Source: an optimization exercise on an open RTL-to-GDS flow (aim: small area). Production flows keep margins and buffers that such runs may drop.
The RTL was checked by simulation tests, not by an equivalence proof against the original design.
No run shown here takes its clock network from TritonCTS; it comes from the design's own scripts or RTL.
The flow treats the clock pin as an ideal source. Dropping or thinning the clock tree relies on that and would not hold on a real chip.
Power is estimated from default activity; no workload was simulated.

File: design/flow/design.v
module baud (
    input clk,
    input rst,
    input [1:0] baud_fix,
    output clk_out1,
    output clk_out2
);
  reg [13:0] lfsr1_q;    
  wire [13:0] lfsr1 = lfsr1_q ^ 14'd10922;
  reg [13:0] lfsr1_d;
  reg [13:0] lfsr1_end;    
  reg [13:0] lfsr1_care;   
  always @* begin
    case (baud_fix)
      2'b00: begin lfsr1_end = 14'b00100000110001; lfsr1_care = 14'b10110111111111; end   
      2'b01: begin lfsr1_end = 14'b00101000010001; lfsr1_care = 14'b10101111011111; end   
      2'b10: begin lfsr1_end = 14'b00100000100000; lfsr1_care = 14'b10100101111110; end   
      default: begin lfsr1_end = 14'b00100000000000; lfsr1_care = 14'b10100101011110; end   
    endcase
  end
  assign clk_out1 = ~|((lfsr1 ^ lfsr1_end) & lfsr1_care);
  always @* begin
    if (rst)        lfsr1_d = 14'd447;
    else if (clk_out1) lfsr1_d = 14'd895;
    else            lfsr1_d = {lfsr1[12:0], ~(lfsr1[13] ^ lfsr1[1] ^ lfsr1[6] ^ lfsr1[8])};
  end
  always @(posedge clk) lfsr1_q <= lfsr1_d ^ 14'd10922;
  reg [9:0] lfsr2_q;    
  wire [9:0] lfsr2 = lfsr2_q ^ 10'd341;
  reg [9:0] lfsr2_d;
  reg [9:0] lfsr2_end;    
  reg [9:0] lfsr2_care;   
  always @* begin
    case (baud_fix)
      2'b00: begin lfsr2_end = 10'b0111001010; lfsr2_care = 10'b0111111110; end   
      2'b01: begin lfsr2_end = 10'b0110001011; lfsr2_care = 10'b0110111111; end   
      2'b10: begin lfsr2_end = 10'b0110100010; lfsr2_care = 10'b0110110110; end   
      default: begin lfsr2_end = 10'b0010100011; lfsr2_care = 10'b0010110011; end   
    endcase
  end
  assign clk_out2 = ~|((lfsr2 ^ lfsr2_end) & lfsr2_care);
  always @* begin
    if (rst)        lfsr2_d = 10'd703;
    else if (clk_out2) lfsr2_d = 10'd383;
    else            lfsr2_d = {lfsr2[8:0], ~(lfsr2[9] ^ lfsr2[2])};
  end
  always @(posedge clk) lfsr2_q <= lfsr2_d ^ 10'd341;
endmodule
module tx (
    input clk,
    input rst,
    input clk_out1,
    input [7:0] data_in,
    input sbtn,
    output tx
);
  localparam [3:0] IDLE = 4'b0000, START = 4'b0001, SBIT = 4'b0010;
  reg [7:0] shift_reg;
  reg [3:0] state;
  wire [2:0] q_next = {state[1:0], state[2] ^ state[0] ^ (state[1:0] == 2'b00)};
  always @(posedge clk) begin
    if (state == IDLE)
      shift_reg <= {data_in[3], data_in[4], data_in[5], data_in[7],
                    data_in[2], data_in[6], data_in[1], data_in[0]};
  end
  always @(posedge clk or posedge rst) begin
    if (rst) state <= IDLE;
    else if (state[3]) begin
      if (clk_out1) state <= (state[2:0] == 3'b100) ? IDLE : {1'b1, q_next};
    end else case (state)
      IDLE:  if (sbtn) state <= START;
      START: if (clk_out1 & ~sbtn) state <= SBIT;
      SBIT:  if (clk_out1) state <= 4'b1000;
      default: state <= IDLE;
    endcase
  end
  assign tx = state[3] ? shift_reg[state[2:0]] : ~state[1];
endmodule
module rx (
    input clk,
    input clk_out2,
    input rx,
    input rst,
    output reg [7:0] data_out
);
  reg [3:0] lo;
  reg [3:0] hi;
  reg [7:0] shift;
  wire lo_mid  = (lo == 4'd10);                  
  wire lo_wrap = (lo == 4'd8);                   
  wire hi_0    = ~hi[0] & ~hi[2];                
  wire hi_9    = hi[3] & ~hi[2] & ~hi[1];        
  wire check   = hi_0 & (lo_mid | (lo == 4'd0));
  wire stop    = hi_9 & lo_mid;
  wire [3:0] lo_next = {lo[2:0], lo[3] ^ lo[2] ^ (lo[2:0] == 3'd0)};
  wire [3:0] hi_next = {hi[2:0], ~(hi[3] ^ hi[2])};
  always @(posedge clk) begin
    if (rst) begin
      lo <= 4'd0;
      hi <= 4'd0;
    end else if (clk_out2) begin
      if ((check & rx) | stop) begin
        lo <= 4'd0;
        hi <= 4'd0;
      end else begin
        lo <= lo_next;
        if (lo_wrap) hi <= hi_next;
      end
    end
  end
  always @(posedge clk) begin
    if (clk_out2 & lo_mid) shift <= {rx, shift[7:1]};
  end
  always @(posedge clk or posedge rst) begin
    if (rst) data_out <= 8'd0;
    else if (clk_out2 & stop & rx) data_out <= shift;
  end
endmodule
module top (
    input clk,
    input rst,
    input [1:0] baud_fix,
    input [7:0] data_in,
    input sbtn,
    input rx_pin,
    input loopback_en,
    output tx,
    output [7:0] data_out
);
  wire clk_out1;
  wire clk_out2;
  wire rx_int = loopback_en ? tx : rx_pin;
  tx inst1 (.clk(clk), .rst(rst), .clk_out1(clk_out1), .data_in(data_in),
            .sbtn(sbtn), .tx(tx));
  rx inst2 (.clk(clk), .rst(rst), .clk_out2(clk_out2), .rx(rx_int),
            .data_out(data_out));
  baud inst3 (.clk(clk), .rst(rst), .baud_fix(baud_fix),
              .clk_out1(clk_out1), .clk_out2(clk_out2));
endmodule
File: design/flow/flow/run.sh
#!/bin/bash
# Own layout flow: the standard ORFS flow (standard.sh) with
#  - synthesis: the standard flow's script, but abc maps with an area-oriented script,
#  - port buffers: sky130_fd_sc_hd__buf_1,
#  - clock: a few hand-placed clock buffers instead of TritonCTS's tree.
# make's full output goes to flow_make.log here; each ORFS step also keeps
# its own log under orfs/logs/.
set -euo pipefail
F="$(cd "$(dirname "$0")" && pwd)"
cd "$F/.."
bash standard.sh \
  SYNTH_SCRIPT="$F/synth.tcl" \
  BUFFER_PORTS_ARGS="-buffer_cell sky130_fd_sc_hd__buf_1" \
  PRE_CTS_TCL="$F/cts_pre.tcl" \
  MANUAL_CLKBUF_COUNT=2 MANUAL_CLKBUF_CELL=sky130_fd_sc_hd__clkbuf_16 \
  finish > flow_make.log 2>&1
File: design/flow/flow/abc_min_1.script
strash
&get -n
&deepsyn -T 60 -S 1
&put
dch -f
amap
topo
File: design/flow/flow/abc_min_2.script
strash
&get -n
&deepsyn -T 60 -S 2
&put
dch -f
amap
topo
File: design/flow/flow/abc_min_3.script
strash
&get -n
&deepsyn -T 60 -S 3
&put
dch -f
amap
topo
File: design/flow/flow/abc_min_4.script
strash
&get -n
&deepsyn -T 60 -S 4
&put
dch -f
amap
topo
File: design/flow/flow/abc_min_5.script
strash
&get -n
&deepsyn -T 60 -S 5
&put
dch -f
amap
topo
File: design/flow/flow/abc_min_6.script
strash
&get -n
&deepsyn -T 60 -S 6
&put
dch -f
amap
topo
File: design/flow/flow/clkbuf.tcl
# Drive the clock's register pins through CLKBUF_K buffers of type CLKBUF_CELL,
# one per cluster of registers (k-means on their positions), each placed
# at its cluster's centre; the clock port then drives only those buffers.
proc my_manual_clock_buffers {k cell} {
  set block [ord::get_db_block]
  set master [[ord::get_db] findMaster $cell]
  set clk [$block findNet clk]
  set pts {}
  set iterms {}
  foreach iterm [$clk getITerms] {
    set bb [[$iterm getInst] getBBox]
    lappend pts [list [expr {([$bb xMin] + [$bb xMax]) / 2.0}] [expr {([$bb yMin] + [$bb yMax]) / 2.0}]]
    lappend iterms $iterm
  }
  set n [llength $pts]
  # initial centres: spread along sorted x+y order
  set order [lsort -real -indices [lmap p $pts {expr {[lindex $p 0] + [lindex $p 1]}}]]
  set cs {}
  for {set j 0} {$j < $k} {incr j} {
    lappend cs [lindex $pts [lindex $order [expr {int(($j + 0.5) * $n / $k)}]]]
  }
  for {set it 0} {$it < 50} {incr it} {
    set asg {}
    foreach p $pts {
      set best 0; set bd 1e30
      for {set j 0} {$j < $k} {incr j} {
        set c [lindex $cs $j]
        set d [expr {abs([lindex $p 0] - [lindex $c 0]) + abs([lindex $p 1] - [lindex $c 1])}]
        if {$d < $bd} { set bd $d; set best $j }
      }
      lappend asg $best
    }
    set ncs {}
    for {set j 0} {$j < $k} {incr j} {
      set sx 0.0; set sy 0.0; set m 0
      foreach p $pts a $asg { if {$a == $j} { set sx [expr {$sx + [lindex $p 0]}]; set sy [expr {$sy + [lindex $p 1]}]; incr m } }
      if {$m > 0} { lappend ncs [list [expr {$sx / $m}] [expr {$sy / $m}]] } else { lappend ncs [lindex $cs $j] }
    }
    set cs $ncs
  }
  for {set j 0} {$j < $k} {incr j} {
    set inst [odb::dbInst_create $block $master clkbuf_manual_$j]
    set net [odb::dbNet_create $block clknet_manual_$j]
    $net setSigType CLOCK
    foreach iterm $iterms a $asg { if {$a == $j} { $iterm disconnect; $iterm connect $net } }
    [$inst findITerm A] connect $clk
    [$inst findITerm X] connect $net
    set c [lindex $cs $j]
    $inst setLocation [expr {int([lindex $c 0])}] [expr {int([lindex $c 1])}]
    $inst setPlacementStatus PLACED
  }
}
File: design/flow/flow/cts_pre.tcl
# Clock tree: instead of TritonCTS's H-tree, the clock port drives a few
# buffers, each feeding one cluster of registers (see clkbuf.tcl).
source [file join [file dirname [info script]] clkbuf.tcl]
my_manual_clock_buffers $::env(MANUAL_CLKBUF_COUNT) $::env(MANUAL_CLKBUF_CELL)
rename clock_tree_synthesis ""
proc clock_tree_synthesis {args} { puts "clock_tree_synthesis skipped: clock buffers placed by hand" }
File: design/flow/flow/synth.tcl
# The standard flow's synthesis script, with abc's mapping script replaced: abc maps
# the logic once with each area-oriented script abc_min*.script beside this
# file, and the smallest result is kept.
proc synth {args} { yosys synth -nofsm -noshare {*}$args }
set ::my_abc_scripts [lsort [glob [file join [file dirname [info script]] abc_min*.script]]]
proc my_area {} {
  set libargs {}
  foreach lib $::env(LIB_FILES) { lappend libargs -liberty $lib }
  set s [tee -q -s result.string stat {*}$libargs]
  if {[regexp {Chip area for module[^:]*:\s*([0-9.]+)} $s -> a]} { return $a }
  return 1e30
}
proc abc {args} {
  set i [lsearch -exact $args -script]
  yosys design -save my_pre_abc
  set best 1e30
  foreach sc $::my_abc_scripts {
    yosys design -load my_pre_abc
    lset args [expr {$i + 1}] $sc
    if {[catch {yosys abc {*}$args} err]} {
      puts "abc script [file tail $sc] failed: $err"
      continue
    }
    set a [my_area]
    puts "abc script [file tail $sc]: area $a"
    if {$a < $best} { set best $a; yosys design -save my_best_abc }
  }
  if {$best >= 1e30} { error "no abc script succeeded" }
  yosys design -load my_best_abc
  puts "abc: kept area $best"
}
source $::env(SCRIPTS_DIR)/synth.tcl
# left out here: clear keep_hierarchy, flatten, clean up, hide names made inside functions, write 1_2_yosys.v
File: design/flow/standard.sh
#!/bin/bash
# synth_recipe.tcl (not shown) runs the flow's synth.tcl, then flattens the netlist and writes it again
# the make line also repeats each setting of config.mk as NAME=value (left out here)
make -C /OpenROAD-flow-scripts/flow DESIGN_CONFIG=/design/flow/config.mk WORK_HOME=/design/flow/orfs CLKGATE_MAP_FILE= SYNTH_SCRIPT=/design/flow/synth_recipe.tcl "${@:-finish}"
File: design/flow/config.mk
export PLATFORM = sky130hd
export DESIGN_NAME = top
export DESIGN_NICKNAME = top
export VERILOG_FILES = /design/flow/design.v
export SDC_FILE = /design/flow/constraint.sdc
export NUM_CORES = 4
export LEC_CHECK = 0
export CAP_MARGIN = 20
export CORE_MARGIN = 2
export CORE_UTILIZATION = 65
export SLEW_MARGIN = 20
File: design/flow/constraint.sdc
create_clock -name core_clock -period 10.0 [get_ports {clk}]
set_input_delay 2.0000 -clock core_clock [delete_from_list [all_inputs] [get_ports {clk}]]
set_output_delay 2.0000 -clock core_clock [all_outputs]
set_load 0.01 [all_outputs]
==> results of run 1 <==
==> layer usage <==
layer  share of wire, %  track usage [%]
met1                 45            27.25
met2                 50            37.54
met3                3.3            1.471
met4               0.84            2.432
met5                  0                0
==> worst max path at each step <==
stage / start / endpoint / cells past startpoint
after CTS: baud_fix[1] / inst2.data_out[4]$_DFFE_PP0P_ / 9
after global placement: baud_fix[1] / inst2.data_out[2]$_DFFE_PP0P_ / 9
after detailed placement: baud_fix[1] / inst2.data_out[4]$_DFFE_PP0P_ / 9
after floorplan: baud_fix[1] / inst2.data_out[0]$_DFFE_PP0P_ / 8
final: baud_fix[1] / inst2.data_out[4]$_DFFE_PP0P_ / 9
after global routing: baud_fix[1] / inst2.data_out[4]$_DFFE_PP0P_ / 9
==> cells by family after synthesis <==
kind of cell | Yosys count | share of synthesized area [%]
DFF | 60 | 66.28
and+or+nand+nor | 60 | 12.14
adders and majority gates | 3 | 1.750
buffers and inverters | 28 | 4.901
AOI/OAI and AO/OA | 47 | 14.94
==> layout by cell type (no fill, tap or decap), drive strengths merged, types with 2 or more instances in the layout <==
cell type / n
nor3: 5
buf: 23
edfxtp: 16
clkbuf: 2
ha: 3
nand2: 19
a31oi: 2
clkinv: 28
o211ai: 3
dfxtp: 32
o22a: 8
nor2: 22
a211oi: 4
nand3: 7
a221oi: 2
o32ai: 2
or2: 2
dfrtp: 12
o21ai: 10
a21oi: 5
o22ai: 8
==> power groups by stage <==
stage               combinational (W)  sequential [W]  clock (W)
global placement           0.00000997        0.000261          0
CTS                         0.0000107        0.000261  0.0000725
global route                0.0000123        0.000256   0.000103
floorplan                  0.00000620        0.000260          0
finish                      0.0000105        0.000255  0.0000932
detailed placement          0.0000107        0.000261          0
==> layout make-up <==
cell class / instances / area share, %
sequential: 60 / 60.85
multi-input combinational: 110 / 26.46
inverter: 28 / 4.499
timing repair buffer: 23 / 3.696
tap: 44 / 2.357
buffer: 2 / 2.142
==> Yosys cell counts (all sizes together), types with 2 or more instances <==
master	instances
a211oi	4
a21oi	5
a221oi	2
a31oi	2
clkinv	28
dfrtp	12
dfxtp	32
edfxtp	16
ha	3
nand2	19
nand3	7
nor2	22
nor3	5
o211ai	3
o21ai	10
o22a	8
o22ai	8
o32ai	2
or2	2
==> stage by stage <==
stage / power [W] / util, % / cell area (um^2) / worst slack [ns]
final: 0.0003590 / 75.28 / 2336 / 5.541
after global routing: 0.0003711 / 75.28 / 2336 / 5.216
after CTS: 0.0003439 / 75.28 / 2336 / 5.353
after detailed placement: 0.0002714 / 73.67 / 2286 / 5.356
after global placement: 0.0002707 / 73.67 / 2286 / 5.522
after floorplan: 0.0002662 / - / 2145 / 5.969
==> critical path, cell delays in order <==
cell and delay, ns:
buf_1 0.11, clkinv_1 0.11, a221oi_1 0.25, nand2_1 0.08, nor2_1 0.27, clkinv_1 0.20
nor3_1 0.75, clkinv_1 0.46, o22a_1 0.28
==> summary.md, run 1 <==
| Metric | Value |
|---|---|
| Sequential area share after synthesis | 66.28% |
| Peak VDD IR | 0.09085 mV |
| F_max | 224.3 MHz |
| DIE HEIGHT | 61.44 um |
| CP Launch Type | primary input |
| Largest net degree at the start of global routing | 32 |
| RR Endpoint | inst2.data_out[4]$_DFFE_PP0P_ |
| Starting Density | 69.11% |
| Sw frac | 18.18% |
| Relative slew slack | 35.88% |
| Total routed wirelength | 3.676 mm |
| # port buffers | 23 |
| Core Region | 3103 um^2 |
| WS Path Type | primary input to flop |
| Yosys cell types | 27 |
| Grt ovf | 0 |
| Routed via count | 1507 |
| Final Cycle Share | 44.59% |
| Clk pwr share | 25.9% |
| Setup Skew | 0.01081 ns |
| Critical Path AT | 4.51 ns |
| #FFs+latches synth | 60 |
| Period minus WS final | 4.459 ns |
| Worst-Skew Late Latency | 0.17 ns |
| Power density over cell area | 153.7 nW/um^2 |
| # IOs | 24 |
| Final hold vios | 0 |
| Synth-to-layout area growth | 8.926% |
| Area share of the largest cell type after synthesis | 29.87% |
| Cell Area, Synth | 2145 um^2 |
| Seq. cell area | 1421 um^2 |
| First-pass GRT wire length | 5.947 mm |
| Worst path required time | 10.05 ns |
| Vias in the first global route | 1405 |
| EDFF count, synth | 16 |
| Top post-synthesis cells by area | dfxtp_1, edfxtp_1, dfrtp_1 |
| Leading area contributor after synthesis | dfxtp_1 |
| Hpwl dp | 2.839 mm |
| Syn avg cell area | 10.83 um^2 |
| Post_cts resized | 0 |
| Max-cap viol count | 0 |
| Setup TNS | 0 ns |
| TritonRoute pass-1 iters | 4 |
| Non-Filler Instances | 267 |
| Fraction of registers with async set/reset | 20.00% |
| Endpoint, Worst Hold | inst3.lfsr1_q[13]$_DFF_P_ |
| Biggest regs | inst3.lfsr1_q x14, inst3.lfsr2_q x10 |
| Final nets | 243 |
| Share of layout cells above drive strength 1 | 0.8969% |
| Max FFs per register | 14 |
| # diodes | 0 |
| Int Power | 0.0002938 W |
| Pleak | 0.8068 nW |
| CP endpoint kind | flop |
| Worst hold slack | 0.3853 ns |
| Row cnt | 20 |
| Worst-Margin Slew | 0.9544 ns |
| Residual DRC | 0 |
| Reg2reg start | inst1.state[2]$_DFFE_PP0P_ |
| Gate Count Post-Synth | 198 |
| Hold-fix buffers at CTS | 0 |
| CP max FO | 9 |
| Status | timing/DRC/antenna clean |
| Antenna viol nets, final | 0 |
| Die ar. | 3775 um^2 |
| Antenna violations before repair | 0 |
| Combinational share of power | 2.9% |
| Post-CTS Setup Bufs | 0 |
| Worst hold path type | flop to flop |
| RSZ-0062 raised after global routing | no |
| Area of the multi-input gates | 618.1 um^2 |
| Gr usage total | 20.35% |
| FF-to-FF setup slack | 6.84 ns |
| Pins over their slew limit | 0 |
| Top FF cell, synth | dfxtp_1 |
| Hold Path Depth | 1 |
| DRT iter0 DRCs | 90 |
| Clk pin slew, worst setup/hold paths | 0.11 ns |
| Drt wl/cell | 13.77 um |
| Top reg by flops | inst3.lfsr1_q |
| Seq pwr share | 71.1% |
| Reg2reg path depth | 10 |
| # fillers | 236 |
| Synthesis Warnings | 3 |
| Die Wd | 61.44 um |
| Hold_sp | inst3.lfsr1_q[12]$_SDFF_PP0_ |
| Final setup violating endpoints | 0 |
| GPL Wtd Cong | 0.8294 |
| Placed cell count | 265 |
| Switch Pwr | 0.00006526 W |
| Syn Nets | 216 |
| Vias/cell | 5.644 |
==> inputs of run 2 (changes only) <==
--- a/design/flow/design.v
+++ b/design/flow/design.v
@@ -84,6 +84,11 @@
     output reg [7:0] data_out
 );
-  reg [3:0] lo;
-  reg [3:0] hi;
+  localparam [3:0] LO_POL = 4'b0101, HI_POL = 4'b0101;
+  reg [3:0] lo_q;
+  reg [3:0] hi_q;
+  wire [3:0] lo = lo_q ^ LO_POL;
+  wire [3:0] hi = hi_q ^ HI_POL;
+  reg [3:0] lo_d;
+  reg [3:0] hi_d;
   reg [7:0] shift;
   wire lo_mid  = (lo == 4'd10);                  
@@ -95,17 +100,23 @@
   wire [3:0] lo_next = {lo[2:0], lo[3] ^ lo[2] ^ (lo[2:0] == 3'd0)};
   wire [3:0] hi_next = {hi[2:0], ~(hi[3] ^ hi[2])};
-  always @(posedge clk) begin
+  always @* begin
+    lo_d = lo;
+    hi_d = hi;
     if (rst) begin
-      lo <= 4'd0;
-      hi <= 4'd0;
+      lo_d = 4'd0;
+      hi_d = 4'd0;
     end else if (clk_out2) begin
       if ((check & rx) | stop) begin
-        lo <= 4'd0;
-        hi <= 4'd0;
+        lo_d = 4'd0;
+        hi_d = 4'd0;
       end else begin
-        lo <= lo_next;
-        if (lo_wrap) hi <= hi_next;
+        lo_d = lo_next;
+        if (lo_wrap) hi_d = hi_next;
       end
     end
+  end
+  always @(posedge clk) begin
+    lo_q <= lo_d ^ LO_POL;
+    hi_q <= hi_d ^ HI_POL;
   end
   always @(posedge clk) begin
==> run 2 against run 1 <==
Net effect:
- first-iteration DRC count rose by 94%
- via count fell by 0.86%
- highest routed layer unchanged
- maximum frequency rose by 2.9%
- clock skew fell by 0.0049 ns
- design area fell by 0.70%
- sequential share of layout area rose by 0.43 points
- hold slack got worse by 0.0072 ns
- power fell by 0.15%
- combinational power barely moved
- still clean on timing, DRC and antenna
- synthesized cell count fell by 2.5%
==> summary.md, run 2 <==
| Metric | Value |
|---|---|
| Max FFs per register | 14 (unchanged) |
| Largest net degree at the start of global routing | 32 (unchanged) |
| DIE HEIGHT | 61.06 um (-0.63%) |
| Final setup violating endpoints | 0 (unchanged) |
| Power density over cell area | 154.5 nW/um^2 (+0.55%) |
| Post_cts resized | 0 (unchanged) |
| Die ar. | 3728 um^2 (-1.2%) |
| Met3 wire length | 149 um (+22%) |
| Endpoint, Worst Hold | inst3.lfsr1_q[13]$_DFF_P_ |
| Worst path required time | 10.05 ns (about the same) |
| Final hold vios | 0 (unchanged) |
| Pins over their slew limit | 0 (unchanged) |
| Most numerous cell in the Yosys netlist | dfxtp_1 |
| DRT iter0 DRCs | 175 (+94%) |
| # IOs | 24 (unchanged) |
| TritonRoute pass-1 iters | 5 (+1) |
| Antenna violations before repair | 0 (unchanged) |
| Status | timing/DRC/antenna clean |
| DR WL met2 | 1.839 mm (-0.92%) |
| Total routed wirelength | 3.607 mm (-1.9%) |
| Gr usage total | 21.10% (+0.76 points) |
| Starting Density | 68.74% (-0.37 points) |
| CP Launch Type | primary input |
| CP most frequent cell | clkinv_1 |
| Hold_sp | inst3.lfsr1_q[12]$_SDFF_PP0_ |
| Grt ovf | 0 (unchanged) |
| Hold Path Depth | 1 (unchanged) |
| Final nets | 239 (-1.6%) |
| Worst-Skew Late Latency | 0.17 ns (about the same) |
| Synth top cells by count | dfxtp_1, nor2_1, clkinv_1 |
| Vias in the first global route | 1373 (-2.3%) |
| Synthesis Warnings | 3 (unchanged) |
| Family with the most delay on the worst path | simple AND/OR/NAND/NOR gates |
| CP endpoint kind | flop |
| Seq. cell area | 1421 um^2 (unchanged) |
| DR top layer | met4 |
| Routed via count | 1494 (-0.86%) |
| First-pass GRT wire length | 6.051 mm (+1.7%) |
| Area share of the largest cell type after synthesis | 30.28% (+0.41 points) |
| Area of the multi-input gates | 609.3 um^2 (-1.4%) |
| Syn avg cell area | 10.96 um^2 (+1.2%) |
| RSZ-0062 raised after global routing | no |
| Vias/cell | 5.681 (+0.65%) |
| # port buffers | 23 (unchanged) |
| Biggest regs | inst3.lfsr1_q x14, inst3.lfsr2_q x10 |
| Top FF cell, synth | dfxtp_1 |
| Post-CTS Setup Bufs | 0 (unchanged) |
| Pleak | 0.8172 nW (+1.3%) |
| Period minus WS final | 4.334 ns (-0.1246 ns) |
| Final Cycle Share | 43.34% (-1.2 points) |
| FF-to-FF setup slack | 7.27 ns (+0.43 ns) |
| Critical Path AT | 4.39 ns (-0.12 ns) |
| Worst hold slack | 0.3781 ns (-0.007194 ns) |
| Top reg by flops | inst3.lfsr1_q |
| Yosys cell types | 26 (-3.7%) |
| Final core area utilization | 75.37% (+0.084 points) |
| Row cnt | 20 (unchanged) |
| Gate Count Post-Synth | 193 (-2.5%) |
| Cell area after placement | 2265 um^2 (-0.93%) |
| Worst hold path type | flop to flop |
| Syn Nets | 211 (-2.3%) |
| Setup Skew | 0.005937 ns (-0.004871 ns) |
| Overall power | 0.0003585 W (-0.15%) |
| Clk pin slew, worst setup/hold paths | 0.10 ns (about the same) |
| Final Instance Area | 2320 um^2 (-0.70%) |
| Hpwl dp | 2.802 mm (-1.3%) |
| Drt wl/cell | 13.71 um (-0.38%) |
| Peak VDD IR | 0.09870 mV (+8.6%) |
| Slowest cell delay on critical path | 0.53 ns (-0.22 ns) |
| WS Path Type | primary input to flop |
| Top post-synthesis cells by area | dfxtp_1, edfxtp_1, dfrtp_1 |
| Leading area contributor after synthesis | dfxtp_1 |
| Die Wd | 61.06 um (-0.63%) |
| Share of layout cells above drive strength 1 | 1.826% (+0.93 points) |
| GPL Wtd Cong | 0.9117 (+9.9%) |
| Worst Path Buf+Inv | 3 (-1) |
| Hold-fix buffers at CTS | 0 (unchanged) |
| Most common cell after layout, fill and taps aside | dfxtp_1 |
| Setup TNS | 0 ns (unchanged) |
| Fraction of registers with async set/reset | 20.00% (unchanged) |
| Crit-path cells | buf_1 > clkinv_1 > a221oi_1 > nand2_1 > nor3_2 > nand3_1 > nor2_1 > clkinv_1 > o22a_1 |
| Worst-Margin Slew | 0.6132 ns (-0.3412 ns) |
| Crit path max-delay cell type | nor3_2 |
| Reg2reg path depth | 9 (-1) |
| Residual DRC | 0 (unchanged) |
| CP max FO | 9 (unchanged) |
| Relative slew slack | 58.90% (+23 points) |
| #FFs+latches synth | 60 (unchanged) |
| # fillers | 217 (-8.1%) |
| Synth-to-layout area growth | 9.639% |
| Sequential area share after synthesis | 67.18% (+0.90 points) |
| Commonest cells after routing, fill and taps aside | dfxtp_1, nor2_1, clkinv_1 |
| Reg2reg start | inst1.state[0]$_DFFE_PP0P_ |
| Max-cap viol count | 0 (unchanged) |
| # diodes | 0 (unchanged) |
| Cell Area, Synth | 2116 um^2 (-1.3%) |
| RR Endpoint | inst2.data_out[1]$_DFFE_PP0P_ |
| Antenna viol nets, final | 0 (unchanged) |
| F_max | 230.7 MHz (+2.9%) |
| EDFF count, synth | 16 (unchanged) |
| Wl on met1 | 1.574 mm (-5.5%) |
| Core Region | 3078 um^2 (-0.81%) |
==> run 2: cell types whose count changed after synthesis, sizes merged, moves of 2 or more <==
cell / change
a21oi: +3
a211oi: -3
o211ai: -2
clkinv: -4
nor3: -3
or2: -2
nor2: +3
==> run 2: how the worst max path moves through the flow <==
stage	startpoint	endpoint	slack (ns)	cells past startpoint
floorplan	baud_fix[1]	inst2.data_out[0]$_DFFE_PP0P_	5.71	8
global placement	baud_fix[1]	inst2.data_out[2]$_DFFE_PP0P_	5.28	9
detailed placement	baud_fix[1]	inst2.data_out[1]$_DFFE_PP0P_	5.07	9
CTS	baud_fix[1]	inst2.data_out[1]$_DFFE_PP0P_	5.11	9
global route	baud_fix[1]	inst2.data_out[3]$_DFFE_PP0P_	5.22	9
finish	baud_fix[1]	inst2.data_out[1]$_DFFE_PP0P_	5.67	9
==> run 2: kinds of logic (layout without fill, tap and decap cells) <==
family | Yosys count | count (layout) | share of synthesized area, %
flip-flops | 60 | 60 | 67.18
adder cells (fa/ha/maj) | 3 | 3 | 1.774
AND/OR/NAND/NOR | 59 | 59 | 11.71
buffers and inverters | 24 | 50 | 4.258
AO/OA/AOI/OAI | 47 | 47 | 15.08
==> run 2: power breakdown <==
group          internal (W)  switching (W)  leakage (nW)
logic            0.00000359     0.00000668         0.240
clock network     0.0000371      0.0000557        0.0246
registers          0.000253     0.00000237         0.553
total              0.000294      0.0000648         0.817
==> run 2: cell type report <==
cell class | instances | area share, %
buffer | 2 | 2.158
multi-input combinational | 109 | 26.27
inverter | 24 | 3.884
timing repair buffer | 24 | 4.045
sequential | 60 | 61.27
tap | 44 | 2.373
==> run 2: layer usage <==
layer / global-route usage (%) / vias up
li1: - / 736
met5: 0 / -
met2: 38.15 / 51
met4: 3.106 / 0
met1: 29.04 / 702
met3: 1.050 / 5
==> run 2: through the flow <==
stage                     cells  setup WS [ns]
after floorplan             193          5.708
after global placement      261          5.280
after detailed placement    261          5.072
after CTS                   263          5.109
after global routing        263          5.223
final                       263          5.666
==> inputs of run 3 (changes only) <==
==> design/flow/flow/abc_min_01.script (new file) <==
strash
&get -n
&deepsyn -T 60 -S 1
&put
dch -f
amap
topo
==> design/flow/flow/abc_min_02.script (new file) <==
strash
&get -n
&deepsyn -T 60 -S 2
&put
dch -f
amap
topo
==> design/flow/flow/abc_min_03.script (new file) <==
strash
&get -n
&deepsyn -T 60 -S 3
&put
dch -f
amap
topo
==> design/flow/flow/abc_min_04.script (new file) <==
strash
&get -n
&deepsyn -T 60 -S 4
&put
dch -f
amap
topo
==> design/flow/flow/abc_min_05.script (new file) <==
strash
&get -n
&deepsyn -T 60 -S 5
&put
dch -f
amap
topo
==> design/flow/flow/abc_min_06.script (new file) <==
strash
&get -n
&deepsyn -T 60 -S 6
&put
dch -f
amap
topo
==> design/flow/flow/abc_min_07.script (new file) <==
strash
&get -n
&deepsyn -T 60 -S 7
&put
dch -f
amap
topo
==> design/flow/flow/abc_min_08.script (new file) <==
strash
&get -n
&deepsyn -T 60 -S 8
&put
dch -f
amap
topo
==> design/flow/flow/abc_min_09.script (new file) <==
strash
&get -n
&deepsyn -T 60 -S 9
&put
dch -f
amap
topo
==> design/flow/flow/abc_min_10.script (new file) <==
strash
&get -n
&deepsyn -T 60 -S 10
&put
dch -f
amap
topo
==> design/flow/flow/abc_min_11.script (new file) <==
strash
&get -n
&deepsyn -T 60 -S 11
&put
dch -f
amap
topo
==> design/flow/flow/abc_min_12.script (new file) <==
strash
&get -n
&deepsyn -T 60 -S 12
&put
dch -f
amap
topo
removed: design/flow/flow/abc_min_1.script
removed: design/flow/flow/abc_min_2.script
removed: design/flow/flow/abc_min_3.script
removed: design/flow/flow/abc_min_4.script
removed: design/flow/flow/abc_min_5.script
removed: design/flow/flow/abc_min_6.script
==> run 3 against run 2 <==
Net effect:
- hold slack better by 0.0060 ns
- utilization is 0.53 points lower
- sequential share of layout area is 0.43 points higher
- critical endpoint is now inst2.data_out[7]$_DFFE_PP0P_
- combinational power is 17% higher
- critical path type unchanged
- highest routed layer unchanged
- die area is 0.51% lower
- power hardly changed
- clock skew is 0.0071 ns higher
- global-route usage is 1.4 points higher
==> summary.md, run 3 <==
| Metric | Value |
|---|---|
| Reg2reg path depth | 9 (unchanged) |
| Die ar. | 3709 um^2 (-0.51%) |
| RSZ-0062 raised after global routing | no |
| Worst path required time | 10.05 ns (about the same) |
| Hold-fix buffers at CTS | 0 (unchanged) |
| Synth top cells by count | dfxtp_1, clkinv_1, nor2_1 |
| Worst hold slack | 0.3841 ns (+0.005989 ns) |
| Grt ovf | 0 (unchanged) |
| # fillers | 219 (+0.92%) |
| Final nets | 238 (-0.42%) |
| DRT iter0 DRCs | 57 (-67%) |
| Gate Count Post-Synth | 192 (-0.52%) |
| Share of layout cells above drive strength 1 | 1.376% (-0.45 points) |
| Clk pin slew, worst setup/hold paths | 0.10 ns (about the same) |
| Top FF cell, synth | dfxtp_1 |
| CP Launch Type | primary input |
| Starting Density | 68.37% (-0.37 points) |
| CP endpoint kind | flop |
| Gr usage total | 22.49% (+1.4 points) |
| Setup Skew | 0.01301 ns (+0.007069 ns) |
| Seq. cell area | 1421 um^2 (unchanged) |
| Most common cell after layout, fill and taps aside | dfxtp_1 |
| Area of the multi-input gates | 593.1 um^2 (-2.7%) |
| # diodes | 0 (unchanged) |
| Hold_sp | inst3.lfsr1_q[12]$_SDFF_PP0_ |
| Row cnt | 20 (unchanged) |
| Top reg by flops | inst3.lfsr1_q |
| TritonRoute pass-1 iters | 4 (-1) |
| EDFF count, synth | 16 (unchanged) |
| Worst hold path type | flop to flop |
| Fraction of registers with async set/reset | 20.00% (unchanged) |
| Die Wd | 60.90 um (-0.25%) |
| FF-to-FF setup slack | 7.42 ns (+0.15 ns) |
| GPL Wtd Cong | 0.8456 (-7.3%) |
| DIE HEIGHT | 60.90 um (-0.25%) |
| # IOs | 24 (unchanged) |
| Synthesis Warnings | 3 (unchanged) |
| Pins over their slew limit | 0 (unchanged) |
| Routed via count | 1491 (-0.20%) |
| Post-CTS Setup Bufs | 0 (unchanged) |
| F_max | 236.8 MHz (+2.7%) |
| Drt wl/cell | 14.60 um (+6.4%) |
| Relative slew slack | 56.96% (-1.9 points) |
| Peak VDD IR | 0.1466 mV (+49%) |
| Reg2reg start | inst3.lfsr2_q[7]$_SDFF_PP1_ |
| Period minus WS final | 4.222 ns (-0.1120 ns) |
| Setup TNS | 0 ns (unchanged) |
| Sequential area share after synthesis | 67.54% (+0.36 points) |
| Power density over cell area | 155.6 nW/um^2 (+0.71%) |
| #FFs+latches synth | 60 (unchanged) |
| Synth-to-layout area growth | 9.453% |
| Commonest cells after routing, fill and taps aside | dfxtp_1, clkinv_1, nor2_1, buf_1, nand2_1 |
| CP max FO | 9 (unchanged) |
| Residual DRC | 0 (unchanged) |
| Vias/cell | 5.691 (+0.18%) |
| Leading area contributor after synthesis | dfxtp_1 |
| Antenna viol nets, final | 0 (unchanged) |
| Core Region | 3078 um^2 (unchanged) |
| Cell Area, Synth | 2105 um^2 (-0.53%) |
| WS Path Type | primary input to flop |
| Biggest regs | inst3.lfsr1_q x14, inst3.lfsr2_q x10 |
| Top post-synthesis cells by area | dfxtp_1, edfxtp_1, dfrtp_1 |
| Hpwl dp | 2.934 mm (+4.7%) |
| Pleak | 0.8164 nW (about the same) |
| Max FFs per register | 14 (unchanged) |
| Yosys cell types | 22 (-15%) |
| # port buffers | 23 (unchanged) |
| Worst-Margin Slew | 0.6432 ns (+0.03004 ns) |
| Most numerous cell in the Yosys netlist | dfxtp_1 |
| Area share of the largest cell type after synthesis | 30.44% (+0.16 points) |
| Antenna violations before repair | 0 (unchanged) |
| Vias in the first global route | 1425 (+3.8%) |
| Critical Path AT | 4.28 ns (-0.11 ns) |
| Hold Path Depth | 1 (unchanged) |
| Max-cap viol count | 0 (unchanged) |
| Syn Nets | 210 (-0.47%) |
| Final Cycle Share | 42.22% (-1.1 points) |
| Worst-Skew Late Latency | 0.17 ns (about the same) |
| Post_cts resized | 0 (unchanged) |
| Largest net degree at the start of global routing | 32 (unchanged) |
| Final hold vios | 0 (unchanged) |
| Total routed wirelength | 3.824 mm (+6.0%) |
| Final setup violating endpoints | 0 (unchanged) |
| Endpoint, Worst Hold | inst3.lfsr1_q[13]$_DFF_P_ |
| Status | timing/DRC/antenna clean |
| RR Endpoint | inst2.data_out[7]$_DFFE_PP0P_ |
| First-pass GRT wire length | 6.348 mm (+4.9%) |
| Syn avg cell area | 10.96 um^2 (about the same) |
==> run 3: cell types whose count changed in the layout (fill, tap and decap cells not counted), moves of 2 or more <==
cell     before  now
a21oi_1       8   10
nor2_1       25   23
o21ai_0      10   12
o32ai_1       2    0
==> run 3: cell type report <==
type                    count  area share, %
repair buffers             24          4.074
well taps                  44          2.390
inverters                  24          3.911
plain buffers               2          2.173
flip-flops and latches     60          61.71
multi-input cells         108          25.75
==> run 3: how the worst max path moves through the flow <==
stage	startpoint	end	slack, ns	cells past startpoint
after floorplan	baud_fix[1]	inst2.data_out[0]$_DFFE_PP0P_	5.73	8
after global placement	baud_fix[1]	inst2.data_out[2]$_DFFE_PP0P_	5.81	10
after detailed placement	baud_fix[1]	inst2.data_out[0]$_DFFE_PP0P_	5.63	10
after CTS	baud_fix[1]	inst2.data_out[7]$_DFFE_PP0P_	5.56	10
after global routing	baud_fix[1]	inst2.data_out[7]$_DFFE_PP0P_	5.55	10
final	baud_fix[1]	inst2.data_out[7]$_DFFE_PP0P_	5.78	10
==> run 3: kinds of logic (layout without fill, tap and decap cells) <==
family          count (synthesis)  in the layout  share of synthesized area [%]
compound gates                 50             50                          15.70
fa+ha+maj                       3              3                          1.784
buf+inv                        24             50                          4.281
flops                          60             60                          67.54
simple gates                   55             55                          10.70
==> run 3: per-layer routing <==
| layer | routed length (um) | track usage, % |
|---|---|---|
| met5 | 0 | 0 |
| met4 | 102 | 5.590 |
| met3 | 156 | 1.493 |
| met2 | 2062 | 43.32 |
| met1 | 1503 | 27.16 |
==> run 3: report_power, final <==
| group | total, W | internal [W] | switching [W] |
|---|---|---|---|
| logic | 0.0000120 | 0.00000409 | 0.00000796 |
| registers | 0.000256 | 0.000253 | 0.00000251 |
| clock network | 0.0000907 | 0.0000370 | 0.0000537 |
| total | 0.000359 | 0.000294 | 0.0000642 |
==> run 3: through the flow <==
stage               total power, W  utilization, %  std cells  worst slack, ns  instance area (um^2)
finish                   0.0003585           74.84        262            5.778                  2303
global route             0.0003708           74.84        262            5.554                  2303
CTS                      0.0003458           74.84        262            5.563                  2303
detailed placement       0.0002732           73.21        260            5.629                  2253
global placement         0.0002724           73.21        260            5.814                  2253
floorplan                0.0002676               -        192            5.727                  2105
==> run 3: worst max-delay path, stage by stage <==
cell and delay (ns):
buf_1 0.12, clkinv_1 0.12, a221oi_1 0.29, nand2_1 0.10, nor3_1 0.17, buf_4 0.20, nand3_1 0.12, nor2_1 0.49
clkinv_1 0.38, o22a_1 0.27
==> inputs of run 4 (changes only) <==
--- a/design/flow/config.mk
+++ b/design/flow/config.mk
@@ -9,3 +9,4 @@
 export CORE_MARGIN = 2
 export CORE_UTILIZATION = 65
+export GPL_TIMING_DRIVEN = 0
 export SLEW_MARGIN = 20
==> run 4 against run 3 <==
Net effect:
- register-to-register slack worse by 0.36 ns
- highest routed layer unchanged
- hold slack worse by 0.0065 ns
- sequential power hardly changed
- largest cell class unchanged
- sequential cell count stayed put
- power is 0.72% higher
- die area stayed put
- sequential share of layout area is 0.067 points higher
==> summary.md, run 4 <==
| Metric | Value |
|---|---|
| Status | timing/DRC/antenna clean |
| Final nets | 237 (-0.42%) |
| Met3 wire length | 110 um (-29%) |
| Post-synthesis compound-gate area fraction | 15.70% (unchanged) |
| Die ar. | 3709 um^2 (unchanged) |
| Peak VDD IR | 0.1190 mV (-19%) |
| # diodes | 0 (unchanged) |
| Period minus WS final | 4.663 ns (+0.4412 ns) |
| WS Path Type | primary input to flop |
| Cell Area, Synth | 2105 um^2 (unchanged) |
| CP Launch Type | primary input |
| Top post-synthesis cells by area | dfxtp_1, edfxtp_1, dfrtp_1 |
| Final Cycle Share | 46.63% (+4.4 points) |
| Top FF cell, synth | dfxtp_1 |
| TritonRoute pass-1 iters | 4 (unchanged) |
| Synth-to-layout area growth | 9.334% |
| Combinational family with the most area after synthesis | compound AO/OA/AOI/OAI gates |
| Share of layout cells above drive strength 1 | 1.382% (+0.0063 points) |
| Syn Nets | 210 (unchanged) |
| Area of the multi-input gates | 598.1 um^2 (+0.84%) |
| DR top layer | met4 |
| Max-cap viol count | 0 (unchanged) |
| Drt wl/cell | 13.86 um (-5.0%) |
| Worst-Skew Late Latency | 0.17 ns (about the same) |
| Multiplexer area fraction after synthesis | 0% (unchanged) |
| Final setup violating endpoints | 0 (unchanged) |
| Biggest regs | inst3.lfsr1_q x14, inst3.lfsr2_q x10 |
| Seq. cell area | 1421 um^2 (unchanged) |
| Setup TNS | 0 ns (unchanged) |
| Power density over cell area | 156.9 nW/um^2 (+0.83%) |
| Post-CTS Setup Bufs | 0 (unchanged) |
| DIE HEIGHT | 60.90 um (unchanged) |
| Simple-gate share of the synthesized area | 10.70% (unchanged) |
| Critical Path AT | 4.72 ns (+0.44 ns) |
| #FFs+latches synth | 60 (unchanged) |
| Yosys cell types | 22 (unchanged) |
| Vias/cell | 5.483 (-3.7%) |
| Worst hold path type | flop to flop |
| Max FFs per register | 14 (unchanged) |
| Hold Path Depth | 1 (unchanged) |
| Area share of xor/xnor cells in the synthesized design | 0% (unchanged) |
| Final hold vios | 0 (unchanged) |
| Clk pin slew, worst setup/hold paths | 0.11 ns (about the same) |
| Core Region | 3078 um^2 (unchanged) |
| # port buffers | 23 (unchanged) |
| Area share of fa/ha/maj cells after synthesis | 1.784% (unchanged) |
| Residual DRC | 0 (unchanged) |
| Die Wd | 60.90 um (unchanged) |
| Sequential area share after synthesis | 67.54% (unchanged) |
| Total routed wirelength | 3.618 mm (-5.4%) |
| Gate Count Post-Synth | 192 (unchanged) |
| Synth top cells by count | dfxtp_1, clkinv_1, nor2_1 |
| RSZ-0062 raised after global routing | no |
| First-pass GRT wire length | 5.858 mm (-7.7%) |
| PnR worst setup slack | 5.337 ns (-0.4412 ns) |
| Vias in the first global route | 1359 (-4.6%) |
| Leading area contributor after synthesis | dfxtp_1 |
| Hold-fix buffers at CTS | 0 (unchanged) |
| EDFF count, synth | 16 (unchanged) |
| # IOs | 24 (unchanged) |
| Syn avg cell area | 10.96 um^2 (unchanged) |
| Fraction of registers with async set/reset | 20.00% (unchanged) |
| Grt ovf | 0 (unchanged) |
| Antenna viol nets, final | 0 (unchanged) |
| CP endpoint kind | flop |
| Pleak | 0.8111 nW (-0.65%) |
| Overall power | 0.0003611 W (+0.72%) |
| Top reg by flops | inst3.lfsr1_q |
| Most numerous cell in the Yosys netlist | dfxtp_1 |
| Routed via count | 1431 (-4.0%) |
| Gr usage total | 20.26% (-2.2 points) |
| # fillers | 226 (+3.2%) |
| Hpwl dp | 2.667 mm (-9.1%) |
| Largest net degree at the start of global routing | 33 (+3.1%) |
| Area share of the largest cell type after synthesis | 30.44% (unchanged) |
| GPL Wtd Cong | 0.8422 (-0.40%) |
| Synthesis Warnings | 3 (unchanged) |
| Worst-Margin Slew | 0.6798 ns (+0.03656 ns) |
| Starting Density | 68.37% (unchanged) |
| CP max FO | 9 (unchanged) |
| Wl on met1 | 1.618 mm (+7.7%) |
| Setup Skew | 0.01331 ns (+0.0003065 ns) |
| Worst path required time | 10.06 ns (about the same) |
| Most common cell after layout, fill and taps aside | dfxtp_1 |
| Antenna violations before repair | 0 (unchanged) |
| F_max | 214.4 MHz (-9.5%) |
| Reg2reg path depth | 8 (-1) |
| Pins over their slew limit | 0 (unchanged) |
| Post_cts resized | 0 (unchanged) |
| Commonest cells after routing, fill and taps aside | dfxtp_1, clkinv_1, nor2_1, buf_1, nand2_1 |
| DRT iter0 DRCs | 58 (+1.8%) |
| FF-to-FF setup slack | 7.06 ns (-0.36 ns) |
| Dpl ws | 4.715 ns (-0.9143 ns) |
| Relative slew slack | 54.43% (-2.5 points) |
| DR WL met2 | 1.862 mm (-9.7%) |
| Row cnt | 20 (unchanged) |
==> run 4: cell counts after synthesis <==
Identical to the previous run, type by type.
==> run 4: where the power goes <==
group / total, W / switching [W] / internal (W)
Combinational: 0.0000119 / 0.00000784 / 0.00000409
Sequential: 0.000256 / 0.00000254 / 0.000253
Clock: 0.0000934 / 0.0000563 / 0.0000371
==> run 4: worst max-delay path, stage by stage <==
cell	delay (ns)
buf_1	0.13
clkinv_1	0.14
a221oi_1	0.33
nand2_1	0.13
nor3_2	0.58
nand3_1	0.19
nor2_1	0.54
clkinv_1	0.41
o22a_1	0.28
==> run 4: layout make-up <==
class | instances | area share [%]
multi-input cells | 108 | 25.99
plain buffers | 2 | 2.175
repair buffers | 23 | 3.752
flip-flops and latches | 60 | 61.77
well taps | 44 | 2.393
inverters | 24 | 3.915
==> run 4: worst paths after layout <==
kind,startpoint,end
setup reg to reg,inst3.lfsr2_q[7]$_SDFF_PP1_,inst2.data_out[4]$_DFFE_PP0P_
setup / recovery,baud_fix[1],inst2.data_out[4]$_DFFE_PP0P_
hold reg to reg,inst3.lfsr1_q[12]$_SDFF_PP0_,inst3.lfsr1_q[13]$_DFF_P_
min in group asynchronous,rst,inst2.data_out[2]$_DFFE_PP0P_
max in group asynchronous,rst,inst1.state[2]$_DFFE_PP0P_
hold / removal,inst3.lfsr1_q[12]$_SDFF_PP0_,inst3.lfsr1_q[13]$_DFF_P_
==> run 4: metal layers <==
layer | vias to the layer above | track usage (%)
li1 | 729 | -
met1 | 674 | 25.39
met2 | 25 | 39.48
met3 | 3 | 1.279
met4 | 0 | 2.174
met5 | - | 0
==> run 4: stage by stage <==
stage | cell area, um^2 | hold WS (ns) | cells | util [%]
final | 2301 | 0.3775 | 261 | 74.76
after global routing | 2301 | 0.3864 | 261 | 74.76
after CTS | 2296 | 0.3559 | 261 | 74.59
after detailed placement | 2246 | 0.3552 | 259 | 72.97
after global placement | 2246 | 0.3488 | 259 | 72.97
after floorplan | 2105 | 0.3434 | 192 | -
==> run 4: logic make-up after synthesis <==
group,count (synthesis)
AOI/OAI and AO/OA,50
and+or+nand+nor,55
adders and majority gates,3
DFF,60
buffers and inverters,24
==> inputs of run 5 (changes only) <==
--- a/design/flow/config.mk
+++ b/design/flow/config.mk
@@ -6,7 +6,6 @@
 export NUM_CORES = 4
 export LEC_CHECK = 0
-export CAP_MARGIN = 20
+export CAP_MARGIN = 0
 export CORE_MARGIN = 2
 export CORE_UTILIZATION = 65
-export GPL_TIMING_DRIVEN = 0
-export SLEW_MARGIN = 20
+export SLEW_MARGIN = 0
==> run 5 against run 4 <==
Net effect:
- still clean on timing, DRC and antenna
- synthesized area unchanged
- hold slack improved by 0.0065 ns
- register-to-register slack improved by 0.36 ns
- sequential power about the same
- combinational power about the same
- power decreased by 0.72%
- clock power decreased by 2.9%
- sequential share of layout area decreased by 0.067 points
- wire length increased by 5.7%
- via count increased by 4.2%
- critical path type unchanged
==> summary.md, run 5 <==
| Metric | Value |
|---|---|
| CP most frequent cell | clkinv_1 |
| Worst hold slack | 0.3841 ns (+0.006546 ns) |
| Family with the most delay on the worst path | simple AND/OR/NAND/NOR gates |
| Biggest regs | inst3.lfsr1_q x14, inst3.lfsr2_q x10 |
| Int Power | 0.0002943 W (about the same) |
| Max-cap viol count | 0 (unchanged) |
| Max FFs per register | 14 (unchanged) |
| #FFs+latches synth | 60 (unchanged) |
| Setup TNS | 0 ns (unchanged) |
| Vias in the first global route | 1425 (+4.9%) |
| # port buffers | 23 (unchanged) |
| Die ar. | 3709 um^2 (unchanged) |
| Top reg by flops | inst3.lfsr1_q |
| Hold-fix buffers at CTS | 0 (unchanged) |
| # IOs | 24 (unchanged) |
| Die Wd | 60.90 um (unchanged) |
| Switch Pwr | 0.00006421 W (-3.7%) |
| Power density over cell area | 155.6 nW/um^2 (-0.82%) |
| Cell Area, Synth | 2105 um^2 (unchanged) |
| Row cnt | 20 (unchanged) |
| Synth-to-layout area growth | 9.453% |
| Worst Path Buf+Inv | 4 (+1) |
| TritonRoute pass-1 iters | 4 (unchanged) |
| Final Cycle Share | 42.22% (-4.4 points) |
| Clk pin slew, worst setup/hold paths | 0.10 ns (about the same) |
| CP endpoint kind | flop |
| Post-CTS Setup Bufs | 0 (unchanged) |
| Relative slew slack | 56.96% (+2.5 points) |
| Drt wl/cell | 14.60 um (+5.3%) |
| Pleak | 0.8164 nW (+0.65%) |
| Largest net degree at the start of global routing | 32 (-3.0%) |
| Setup Skew | 0.01301 ns (-0.0003065 ns) |
| Area share of the largest cell type after synthesis | 30.44% (unchanged) |
| Grt ovf | 0 (unchanged) |
| Clk pwr share | 25.3% (-0.6 points) |
| Share of layout cells above drive strength 1 | 1.376% (-0.0063 points) |
| Top FF cell, synth | dfxtp_1 |
| Final setup violating endpoints | 0 (unchanged) |
| Most common cell after layout, fill and taps aside | dfxtp_1 |
| Commonest cells after routing, fill and taps aside | dfxtp_1, clkinv_1, nor2_1, buf_1, nand2_1 |
| RSZ-0062 raised after global routing | no |
| Final hold vios | 0 (unchanged) |
| Top post-synthesis cells by area | dfxtp_1, edfxtp_1, dfrtp_1 |
| DRT iter0 DRCs | 57 (-1.7%) |
| Antenna violations before repair | 0 (unchanged) |
| Final nets | 238 (+0.42%) |
| Overall power | 0.0003585 W (-0.72%) |
| Routed via count | 1491 (+4.2%) |
| Leading area contributor after synthesis | dfxtp_1 |
| Worst-Margin Slew | 0.6432 ns (-0.03656 ns) |
| Status | timing/DRC/antenna clean |
| Gate Count Post-Synth | 192 (unchanged) |
| Fraction of registers with async set/reset | 20.00% (unchanged) |
| Syn Nets | 210 (unchanged) |
| CP Launch Type | primary input |
| Combinational share of power | 3.4% (about the same) |
| Post_cts resized | 0 (unchanged) |
| Synth top cells by count | dfxtp_1, clkinv_1, nor2_1 |
| Starting Density | 68.37% (unchanged) |
| Vias/cell | 5.691 (+3.8%) |
| Sequential area share after synthesis | 67.54% (unchanged) |
| WS Path Type | primary input to flop |
| Total routed wirelength | 3.824 mm (+5.7%) |
| Worst hold path type | flop to flop |
| Synthesis Warnings | 3 (unchanged) |
| Critical Path AT | 4.28 ns (-0.44 ns) |
| # diodes | 0 (unchanged) |
| First-pass GRT wire length | 6.348 mm (+8.4%) |
| Worst-Skew Late Latency | 0.17 ns (about the same) |
| EDFF count, synth | 16 (unchanged) |
| DIE HEIGHT | 60.90 um (unchanged) |
| CP max FO | 9 (unchanged) |
| Hpwl dp | 2.934 mm (+10%) |
| Seq pwr share | 71.3% (+0.5 points) |
| Slowest cell delay on critical path | 0.49 ns (-0.09 ns) |
| Antenna viol nets, final | 0 (unchanged) |
| Period minus WS final | 4.222 ns (-0.4412 ns) |
| Pins over their slew limit | 0 (unchanged) |
| Residual DRC | 0 (unchanged) |
| Peak VDD IR | 0.1466 mV (+23%) |
| F_max | 236.8 MHz (+10%) |
| Crit path max-delay cell type | nor2_1 |
| Syn avg cell area | 10.96 um^2 (unchanged) |
| Crit-path cells | buf_1 > clkinv_1 > a221oi_1 > nand2_1 > nor3_1 > buf_4 > nand3_1 > nor2_1 > clkinv_1 > o22a_1 |
| # fillers | 219 (-3.1%) |
| Sw frac | 17.91% (-0.55 points) |
| Most numerous cell in the Yosys netlist | dfxtp_1 |
| Gr usage total | 22.49% (+2.2 points) |
| Core Region | 3078 um^2 (unchanged) |
| Yosys cell types | 22 (unchanged) |
| FF-to-FF setup slack | 7.42 ns (+0.36 ns) |
| Worst path required time | 10.05 ns (about the same) |
| GPL Wtd Cong | 0.8456 (+0.40%) |
## run 5: cell count changes in the layout (fill, tap and decap cells not counted), sizes merged
| cell | delta |
|---|---|
| buf | +1 |
## run 5: worst paths after layout
kind                                         startpoint                            end  cells past startpoint
min reg2reg                inst3.lfsr1_q[12]$_SDFF_PP0_      inst3.lfsr1_q[13]$_DFF_P_                      1
min in group asynchronous                           rst  inst2.data_out[3]$_DFFE_PP0P_                      2
max reg2reg                 inst3.lfsr2_q[7]$_SDFF_PP1_  inst2.data_out[7]$_DFFE_PP0P_                      9
max in group asynchronous                           rst     inst1.state[0]$_DFFE_PP0P_                      2
max                                         baud_fix[1]  inst2.data_out[7]$_DFFE_PP0P_                     10
min                        inst3.lfsr1_q[12]$_SDFF_PP0_      inst3.lfsr1_q[13]$_DFF_P_                      1
## run 5: logic make-up after synthesis
| logic type | share of synthesized area [%] |
|---|---|
| buffers and inverters | 4.281 |
| flip-flops | 67.54 |
| adder cells (fa/ha/maj) | 1.784 |
| AO/OA/AOI/OAI | 15.70 |
| AND/OR/NAND/NOR | 10.70 |
## run 5: per-layer routing
| metal | GRT usage (%) | vias up | wire length, um |
|---|---|---|---|
| met5 | 0 | - | 0 |
| li1 | - | 732 | - |
| met3 | 1.493 | 10 | 156 |
| met1 | 27.16 | 697 | 1503 |
| met2 | 43.32 | 52 | 2062 |
| met4 | 5.590 | 0 | 102 |
## run 5: through the flow
step	std cells	area [um^2]	util, %	worst slack [ns]
CTS	262	2303	74.84	5.563
global route	262	2303	74.84	5.554
global placement	260	2253	73.21	5.814
floorplan	192	2105	-	5.727
finish	262	2303	74.84	5.778
detailed placement	260	2253	73.21	5.629
## run 5: power groups by stage
| stage | logic, W | registers (W) | clock network (W) |
|---|---|---|---|
| global route | 0.0000140 | 0.000256 | 0.000100 |
| finish | 0.0000120 | 0.000256 | 0.0000907 |
| CTS | 0.0000122 | 0.000261 | 0.0000725 |
| detailed placement | 0.0000121 | 0.000261 | 0 |
| global placement | 0.0000114 | 0.000261 | 0 |
| floorplan | 0.00000727 | 0.000260 | 0 |
## run 5: area by class of cell
| type | count | area (um^2) | area share, % |
|---|---|---|---|
| Buffer | 2 | 50.05 | 2.173 |
| Tap cell | 44 | 55.05 | 2.390 |
| Timing Repair Buffer | 24 | 93.84 | 4.074 |
| Multi-Input combinational cell | 108 | 593.1 | 25.75 |
| Sequential cell | 60 | 1421 | 61.71 |
| Inverter | 24 | 90.09 | 3.911 |

==> separate check: timing with driven ports <==
How much do the figures lean on ideal ports? The routed layouts below were timed once more, with nothing changed but the port constraints.
Step 1 (the two cells are an assumption about what drives the block):
set clk [get_ports {clk}]
set_driving_cell -lib_cell sky130_fd_sc_hd__clkbuf_16 $clk
set_driving_cell -lib_cell sky130_fd_sc_hd__buf_2 [delete_from_list [all_inputs] $clk]
Step 2 adds t to the input delays and takes it off the output delays; t is the mean of the earliest and latest rising clock arrival at the registers after step 1. Input paths then give back, and output paths get back, about the clock's delay inside the block.
Slacks: no drivers / after step 1 / after step 2; pairs: no drivers / after step 1.
run | t (ns) | setup WS [ns] | worst setup path after step 2 | worst data-port slew with drivers (ns) | cell pins on the clock port's net
run 1 | 0.206 | 5.541 / 5.562 / 5.357 | input to register | 0.04 | 2
run 2 | 0.206 | 5.666 / 5.686 / 5.480 | input to register | 0.03 | 2
run 3 | 0.207 | 5.778 / 5.796 / 5.589 | input to register | 0.03 | 2
run 4 | 0.209 | 5.337 / 5.358 / 5.149 | input to register | 0.03 | 2
run 5 | 0.207 | 5.778 / 5.796 / 5.589 | input to register | 0.03 | 2
After both steps every run listed still meets setup and hold.
